What follows belongs to an exercise in optimizing a design on an open flow for small area, a short achievable clock period and few clock cycles; a production flow would make more cautious choices. The RTL was checked by simulation tests, not by an equivalence proof against the original design. Power and IR drop assume default switching activity.

== the previous run ==
==> flow/design.v <==
module C_KSAdd #(parameter W = 16) (
	input [W-1:0] a,
	input [W-1:0] b,
	input ci,
	output [W-1:0] s,
	output co
);
	wire [W-1:0] p = a ^ b;
	wire [W-1:0] g0 = (a & b) | {{(W-1){1'b0}}, p[0] & ci};
	reg [W-1:0] g, pp;
	integer d, i;
	always @* begin
		g = g0;
		pp = p;
		for (d = 1; d < W; d = d * 2) begin
			for (i = W - 1; i >= d; i = i - 1) begin
				g[i] = g[i] | (pp[i] & g[i - d]);
				pp[i] = pp[i] & pp[i - d];
			end
		end
	end
	assign s = p ^ {g[W-2:0], ci};
	assign co = g[W-1];
endmodule
module P_Liu (
	input clk,
	input rst,
	input [15:0] inputLine,
	output [15:0] outputLine,
	output outputLineWrite,
	output [9:0] imem_addr,
	input [15:0] imem_rdata,
	output [9:0] dmem_addr,
	output [15:0] dmem_wdata,
	output dmem_we,
	input [15:0] dmem_rdata
);
	reg [9:0] fa;         
	reg dv;               
	reg [15:0] ir;        
	reg [8:0] sa;         
	reg [9:0] sb;         
	reg xv;               
	reg xp;               
	reg lph;              
	reg [9:0] maddr;      
	reg mwe;              
	reg [15:0] wdr;       
	reg owr;              
	reg [15:0] sp, ra, pc;
	reg [15:0] x0, x1, x2, x3, x4, x5, x6, x7;
	assign imem_addr = fa;
	assign dmem_addr = maddr;
	assign dmem_we = mwe;
	assign dmem_wdata = wdr;
	assign outputLine = wdr;
	assign outputLineWrite = owr;
	wire [15:0] iw = imem_rdata;
	wire d_load = (iw[15:12] == 4'b0101) | (iw[15:6] == 10'b0111000011) |
	              (iw[15:10] == 6'b001110);
	wire d_a_rs2 = iw[15:12] == 4'b0000;
	wire d_a_ra  = iw[15:11] == 5'b00111;
	wire [2:0] d_ra = d_a_rs2 ? iw[8:6] : iw[2:0];
	wire [8:0] d_sa = d_a_ra ? 9'h100 : {1'b0, 8'd1 << d_ra};
	wire d_g_sp = iw[15:10] == 6'b011101;
	wire d_b_sp = (d_g_sp & ((iw[9:3] == 7'b0100000) | (iw[9:3] == 7'b0000000))) |
	              (iw[15:10] == 6'b011110) | (iw[15:11] == 5'b00111) |
	              (iw[15:13] == 3'b010);
	wire d_b_pc = d_g_sp & ((iw[9:3] == 7'b1100000) | (iw[9:3] == 7'b1000000));
	wire [9:0] d_sb = d_b_sp ? 10'h100 : (d_b_pc ? 10'h200 : {2'b00, 8'd1 << iw[5:3]});
	wire d_far = (iw[15:10] == 6'b001111) | (iw[15:10] == 6'b011111) |
	             (iw[15:12] == 4'b0110);
	wire d_pred = d_far | (iw[15] & iw[12]);
	wire [9:0] d_off = d_far ? iw[9:0] : {{3{iw[12]}}, iw[12:6]};
	wire [9:0] d_tgt;
	C_KSAdd #(.W(10)) DTGT (.a(pc[10:1]), .b(d_off), .ci(xv), .s(d_tgt), .co());
	wire [2:0] rd  = ir[2:0];
	wire i_alu   = ir[15:12] == 4'b0000;
	wire i_lu    = ir[15:11] == 5'b00010;
	wire i_ll    = ir[15:11] == 5'b00011;
	wire i_addi  = ir[15:12] == 4'b0010;
	wire i_shift = ir[15:11] == 5'b00110;
	wire i_ret   = ir[15:10] == 6'b001110;
	wire i_jump  = ir[15:10] == 6'b001111;
	wire i_strsp = ir[15:12] == 4'b0100;
	wire i_rtvsp = ir[15:12] == 4'b0101;
	wire g_io    = ir[15:10] == 6'b011100;
	wire i_str   = g_io & (ir[9:6] == 4'b0010);
	wire i_rtv   = g_io & (ir[9:6] == 4'b0011);
	wire g_rw    = g_io & (ir[9:7] != 3'b001);
	wire i_read  = g_rw & (ir[5:3] == 3'b000);
	wire i_write = g_rw & (ir[5:3] != 3'b000);
	wire g_sp    = ir[15:10] == 6'b011101;
	wire i_getsp = g_sp & (ir[9:3] == 7'b0000000);
	wire i_chgsp = g_sp & (ir[9:3] == 7'b0100000);
	wire i_setsp = g_sp & (ir[9:3] == 7'b0100001);
	wire i_getpc = g_sp & (ir[9:3] == 7'b1000000);
	wire i_chgpc = g_sp & (ir[9:3] == 7'b1100000);
	wire i_setpc = g_sp & ~i_getsp & ~i_chgsp & ~i_setsp & ~i_getpc & ~i_chgpc;
	wire i_chgspi = ir[15:10] == 6'b011110;
	wire i_chgpci = (ir[15:10] == 6'b011111) | (ir[15:12] == 4'b0110);
	wire i_br    = ir[15];
	wire i_load  = i_rtvsp | i_rtv | i_ret;
	wire i_store = i_strsp | i_str | i_jump;
	wire [15:0] A = ({16{sa[0]}} & x0) | ({16{sa[1]}} & x1) | ({16{sa[2]}} & x2) |
	                ({16{sa[3]}} & x3) | ({16{sa[4]}} & x4) | ({16{sa[5]}} & x5) |
	                ({16{sa[6]}} & x6) | ({16{sa[7]}} & x7) | ({16{sa[8]}} & ra);
	wire [15:0] B = ({16{sb[0]}} & x0) | ({16{sb[1]}} & x1) | ({16{sb[2]}} & x2) |
	                ({16{sb[3]}} & x3) | ({16{sb[4]}} & x4) | ({16{sb[5]}} & x5) |
	                ({16{sb[6]}} & x6) | ({16{sb[7]}} & x7) | ({16{sb[8]}} & sp) |
	                ({16{sb[9]}} & pc);
	wire [2:0] aop = ir[11:9];
	wire [15:0] imm6   = {{10{ir[11]}}, ir[11:6]};
	wire [15:0] imm9s  = {{6{ir[11]}}, ir[11:3], 1'b0};
	wire [15:0] imm10s = {{5{ir[9]}}, ir[9:0], 1'b0};
	wire [15:0] imm7s  = {{8{ir[12]}}, ir[12:6], 1'b0};
	wire a_sub = i_alu & (aop == 3'b100);
	wire a_imm = i_addi | i_chgspi | i_ret | i_strsp | i_rtvsp;
	wire [15:0] immA = i_addi ? imm6 : ((i_strsp | i_rtvsp) ? imm9s : imm10s);
	wire a_inv = a_sub | i_br;
	wire [15:0] ain2 = a_imm ? immA : (A ^ {16{a_inv}});
	wire [15:0] ap = B ^ ain2;
	wire [15:0] ag = B & ain2;
	wire [15:0] kg0 = {ag[15:1], ag[0] | (ap[0] & a_sub)};
	wire [15:0] kp0 = ap;
	wire [15:0] kg1 = kg0 | (kp0 & {kg0[14:0], 1'b0});
	wire [15:0] kp1 = kp0 & {kp0[14:0], 1'b0};
	wire [15:0] kg2 = kg1 | (kp1 & {kg1[13:0], 2'b0});
	wire [15:0] kp2 = kp1 & {kp1[13:0], 2'b0};
	wire [15:0] kg3 = kg2 | (kp2 & {kg2[11:0], 4'b0});
	wire [15:0] kp3 = kp2 & {kp2[11:0], 4'b0};
	wire [15:0] kg4 = kg3 | (kp3 & {kg3[7:0], 8'b0});
	wire [15:0] sum = ap ^ {kg4[14:0], a_sub};
	wire eq = &ap;
	wire lt = kg4[15];
	reg cond;
	always @* begin
		case (ir[14:13])
			2'b00: cond = eq;
			2'b01: cond = lt;
			2'b10: cond = ~eq;
			default: cond = ~lt;
		endcase
	end
	reg [15:0] lg;
	always @* begin
		case (aop[1:0])
			2'b01: lg = ag;
			2'b10: lg = ag | ap;
			default: lg = ap;
		endcase
	end
	wire [3:0] sk = ir[9:6];
	wire [31:0] rot2 = {B, B} << sk;
	wire [15:0] rot = rot2[31:16];
	wire [15:0] lowm = ~(16'hFFFF << sk);
	wire [15:0] sh = rot & (ir[10] ? lowm : ~lowm);
	wire [15:0] pc2;
	C_KSAdd #(.W(15)) PC2 (.a(pc[15:1]), .b(15'd0), .ci(1'b1), .s(pc2[15:1]), .co());
	assign pc2[0] = pc[0];
	wire [15:0] pcadd;
	C_KSAdd #(.W(15)) PCADD (.a(pc[15:1]), .b(i_br ? imm7s[15:1] : imm10s[15:1]), .ci(1'b0),
		.s(pcadd[15:1]), .co());
	assign pcadd[0] = pc[0];
	wire nr = ~rst;
	wire s_mem = nr & lph;
	wire s_add = nr & ~lph & ((i_alu & (aop[1:0] == 2'b00)) | i_addi);
	wire s_log = nr & ~lph & i_alu & (aop[1:0] != 2'b00);
	wire s_sh  = nr & ~lph & i_shift;
	wire s_lu  = nr & ~lph & i_lu;
	wire s_ll  = nr & ~lph & i_ll;
	wire s_b   = nr & ~lph & (i_getsp | i_getpc);
	wire s_in  = nr & ~lph & i_read;
	wire [15:0] wdata =
		({16{s_mem}} & dmem_rdata) |
		({16{s_add}} & sum) |
		({16{s_log}} & (lg ^ {16{aop[2]}})) |
		({16{s_sh}} & sh) |
		({16{s_lu}} & {ir[10:3], A[7:0]}) |
		({16{s_ll}} & {{8{ir[10]}}, ir[10:3]}) |
		({16{s_b}} & B) |
		({16{s_in}} & inputLine);
	wire xdone = xv & (~i_load | lph);
	wire gpr_we = xdone & (i_alu | i_lu | i_ll | i_addi | i_shift | i_rtvsp |
	                       i_rtv | i_read | i_getsp | i_getpc);
	wire sp_we = xdone & (i_chgsp | i_chgspi | i_ret | i_setsp);
	wire ra_we = xdone & (i_jump | i_ret);
	wire btk = i_br & cond;
	wire j_add = i_jump | i_chgpci | btk;
	wire j_a = i_ret | i_setpc;
	wire p_sum = nr & i_chgpc;
	wire p_a = nr & j_a;
	wire p_add = nr & j_add;
	wire p_2 = nr & ~(i_chgpc | j_a | j_add);
	wire [15:0] npc = ({16{p_sum}} & sum) | ({16{p_a}} & A) |
	                  ({16{p_add}} & pcadd) | ({16{p_2}} & pc2);
	wire r_sum = xv & i_chgpc;
	wire r_a = xv & ((i_setpc) | (i_ret & ~lph));
	wire r_add = xv & btk & ~xp;
	wire r_2 = xv & i_br & ~cond & xp;
	wire redir = r_sum | r_a | r_add | r_2;
	wire capture = ~(xv & i_load & ~lph);
	wire f_d = ~redir & dv & d_pred;
	wire f_inc = ~redir & ~(dv & (d_pred | d_load));
	wire f_hold = ~redir & dv & d_load;
	wire [9:0] fa1;
	C_KSAdd #(.W(10)) FA1 (.a(fa), .b(10'd0), .ci(1'b1), .s(fa1), .co());
	wire [9:0] nfa = ({10{r_sum}} & sum[10:1]) | ({10{r_a}} & A[10:1]) |
	                 ({10{r_add}} & pcadd[10:1]) | ({10{r_2}} & pc2[10:1]) |
	                 ({10{f_d}} & d_tgt) | ({10{f_inc}} & fa1) |
	                 ({10{f_hold}} & fa);
	always @(posedge clk or posedge rst) begin
		if (rst) begin
			fa <= 10'd0;
			dv <= 1'b0;
			xv <= 1'b0;
			lph <= 1'b0;
			mwe <= 1'b0;
			owr <= 1'b0;
		end else begin
			fa <= nfa;
			dv <= f_inc;
			if (capture) xv <= dv & ~redir;
			lph <= xv & i_load & ~lph;
			mwe <= xv & i_store;
			owr <= xv & i_write;
		end
	end
	always @(posedge clk) begin
		if (capture) begin
			ir <= iw;
			sa <= d_sa;
			sb <= d_sb;
			xp <= d_pred;
		end
		maddr <= (i_str | i_rtv | i_jump) ? B[10:1] : sum[10:1];
		wdr <= A;
	end
	wire [7:0] rf_we = {8{rst}} | ({8{gpr_we}} & (8'd1 << rd));
	always @(posedge clk) begin
		if (rst | xdone) pc <= npc;
		if (rst | sp_we) sp <= ({16{nr & i_setsp}} & A) | ({16{nr & ~i_setsp}} & sum);
		if (rst | ra_we) ra <= ({16{nr & i_ret}} & dmem_rdata) | ({16{nr & ~i_ret}} & pc2);
		if (rf_we[0]) x0 <= wdata;
		if (rf_we[1]) x1 <= wdata;
		if (rf_we[2]) x2 <= wdata;
		if (rf_we[3]) x3 <= wdata;
		if (rf_we[4]) x4 <= wdata;
		if (rf_we[5]) x5 <= wdata;
		if (rf_we[6]) x6 <= wdata;
		if (rf_we[7]) x7 <= wdata;
	end
endmodule
export LEC_CHECK = 0
export CAP_MARGIN = 20
export CORE_MARGIN = 2
export CORE_UTILIZATION = 40
export SLEW_MARGIN = 20
create_clock -name core_clock -period 11.0 [get_ports {clk}]
standard.sh (not shown) runs the stock make flow with config.mk's settings and CLKGATE_MAP_FILE= SYNTH_SCRIPT=/design/flow/synth_recipe.tcl, a recipe that flattens the netlist after the stock synthesis.
==> flow/flow/run.sh <==
#!/bin/bash
set -euo pipefail
bash standard.sh SETUP_SLACK_MARGIN=7 TNS_END_PERCENT=10 \
  "BUFFER_PORTS_ARGS=-buffer_cell sky130_fd_sc_hd__buf_2" \
  finish > standard_make.log 2>&1
Having completed the whole flow, the previous run delivered a layout that passed the timing, design-rule and antenna checks.
Testbench counts of the previous run, summed over its fixed seeds: cycles 59,843.
The following lists how the current run was set up differently from the previous run:
--- a/flow/design.v
+++ b/flow/design.v
@@ -46,8 +46,9 @@
 	reg [9:0] maddr;      
 	reg mwe;              
 	reg [15:0] wdr;       
 	reg owr;              
+	reg rq;               
 	reg [15:0] sp, ra, pc;
 	reg [15:0] x0, x1, x2, x3, x4, x5, x6, x7;
 	assign imem_addr = fa;
 	assign dmem_addr = maddr;
@@ -161,9 +162,9 @@
 	wire [15:0] pcadd;
 	C_KSAdd #(.W(15)) PCADD (.a(pc[15:1]), .b(i_br ? imm7s[15:1] : imm10s[15:1]), .ci(1'b0),
 		.s(pcadd[15:1]), .co());
 	assign pcadd[0] = pc[0];
-	wire nr = ~rst;
+	wire nr = ~rq;
 	wire s_mem = nr & lph;
 	wire s_add = nr & ~lph & ((i_alu & (aop[1:0] == 2'b00)) | i_addi);
 	wire s_log = nr & ~lph & i_alu & (aop[1:0] != 2'b00);
 	wire s_sh  = nr & ~lph & i_shift;
@@ -235,13 +236,14 @@
 		end
 		maddr <= (i_str | i_rtv | i_jump) ? B[10:1] : sum[10:1];
 		wdr <= A;
 	end
-	wire [7:0] rf_we = {8{rst}} | ({8{gpr_we}} & (8'd1 << rd));
+	always @(posedge clk) rq <= rst;
+	wire [7:0] rf_we = {8{rq}} | ({8{gpr_we}} & (8'd1 << rd));
 	always @(posedge clk) begin
-		if (rst | xdone) pc <= npc;
-		if (rst | sp_we) sp <= ({16{nr & i_setsp}} & A) | ({16{nr & ~i_setsp}} & sum);
-		if (rst | ra_we) ra <= ({16{nr & i_ret}} & dmem_rdata) | ({16{nr & ~i_ret}} & pc2);
+		if (rq | xdone) pc <= npc;
+		if (rq | sp_we) sp <= ({16{nr & i_setsp}} & A) | ({16{nr & ~i_setsp}} & sum);
+		if (rq | ra_we) ra <= ({16{nr & i_ret}} & dmem_rdata) | ({16{nr & ~i_ret}} & pc2);
 		if (rf_we[0]) x0 <= wdata;
 		if (rf_we[1]) x1 <= wdata;
 		if (rf_we[2]) x2 <= wdata;
 		if (rf_we[3]) x3 <= wdata;
==> comparison <==
- Changes observed in the current run relative to the previous run: wire length of the first global-routing pass went down, worst setup slack went down, global-route usage went down.
- The flop-to-flop setup slack of the current run is lower than that of the previous run.
- [compare] base=the previous run new=the current run: post-cts sizing count saw a decrease; combinational power saw a decrease.
Testbench counts of the current run, summed over its fixed seeds: cycles 59,843.

[port drivers added, routing unchanged]
In the flow no input, the clock included, has a driving cell. The finished layouts below were timed again as built, in two steps.
Step 1 sets driving cells, clkbuf_16 on the clock port and buf_2 on the other inputs (assumed; they add their load-dependent delay and slew).
Step 2 times the ports against the registers' clock, not the clock port: input delays grow and output delays shrink by t, the midpoint of the rising clock arrivals with the driver on.
a / b / c = ideal ports / drivers / drivers and shift; a / b = the first two.
run | shift t [ns] | setup WS [ns] | clock arrival spread, ns | slew at the worst register clock pin (ns) | pins driven straight from the clock port
the previous run | 0.618 | 6.377 / 6.415 / 5.797 | 0.028 / 0.028 | 0.07 / 0.07 | 1
the current run | 0.629 | 6.303 / 6.303 / 5.717 | 0.021 / 0.021 | 0.07 / 0.07 | 1
After both steps setup and hold are still met in every run listed. For the current run, which loses most, drivers alone change the setup slack by 0.000 ns; drivers and shift together by -0.586 ns.
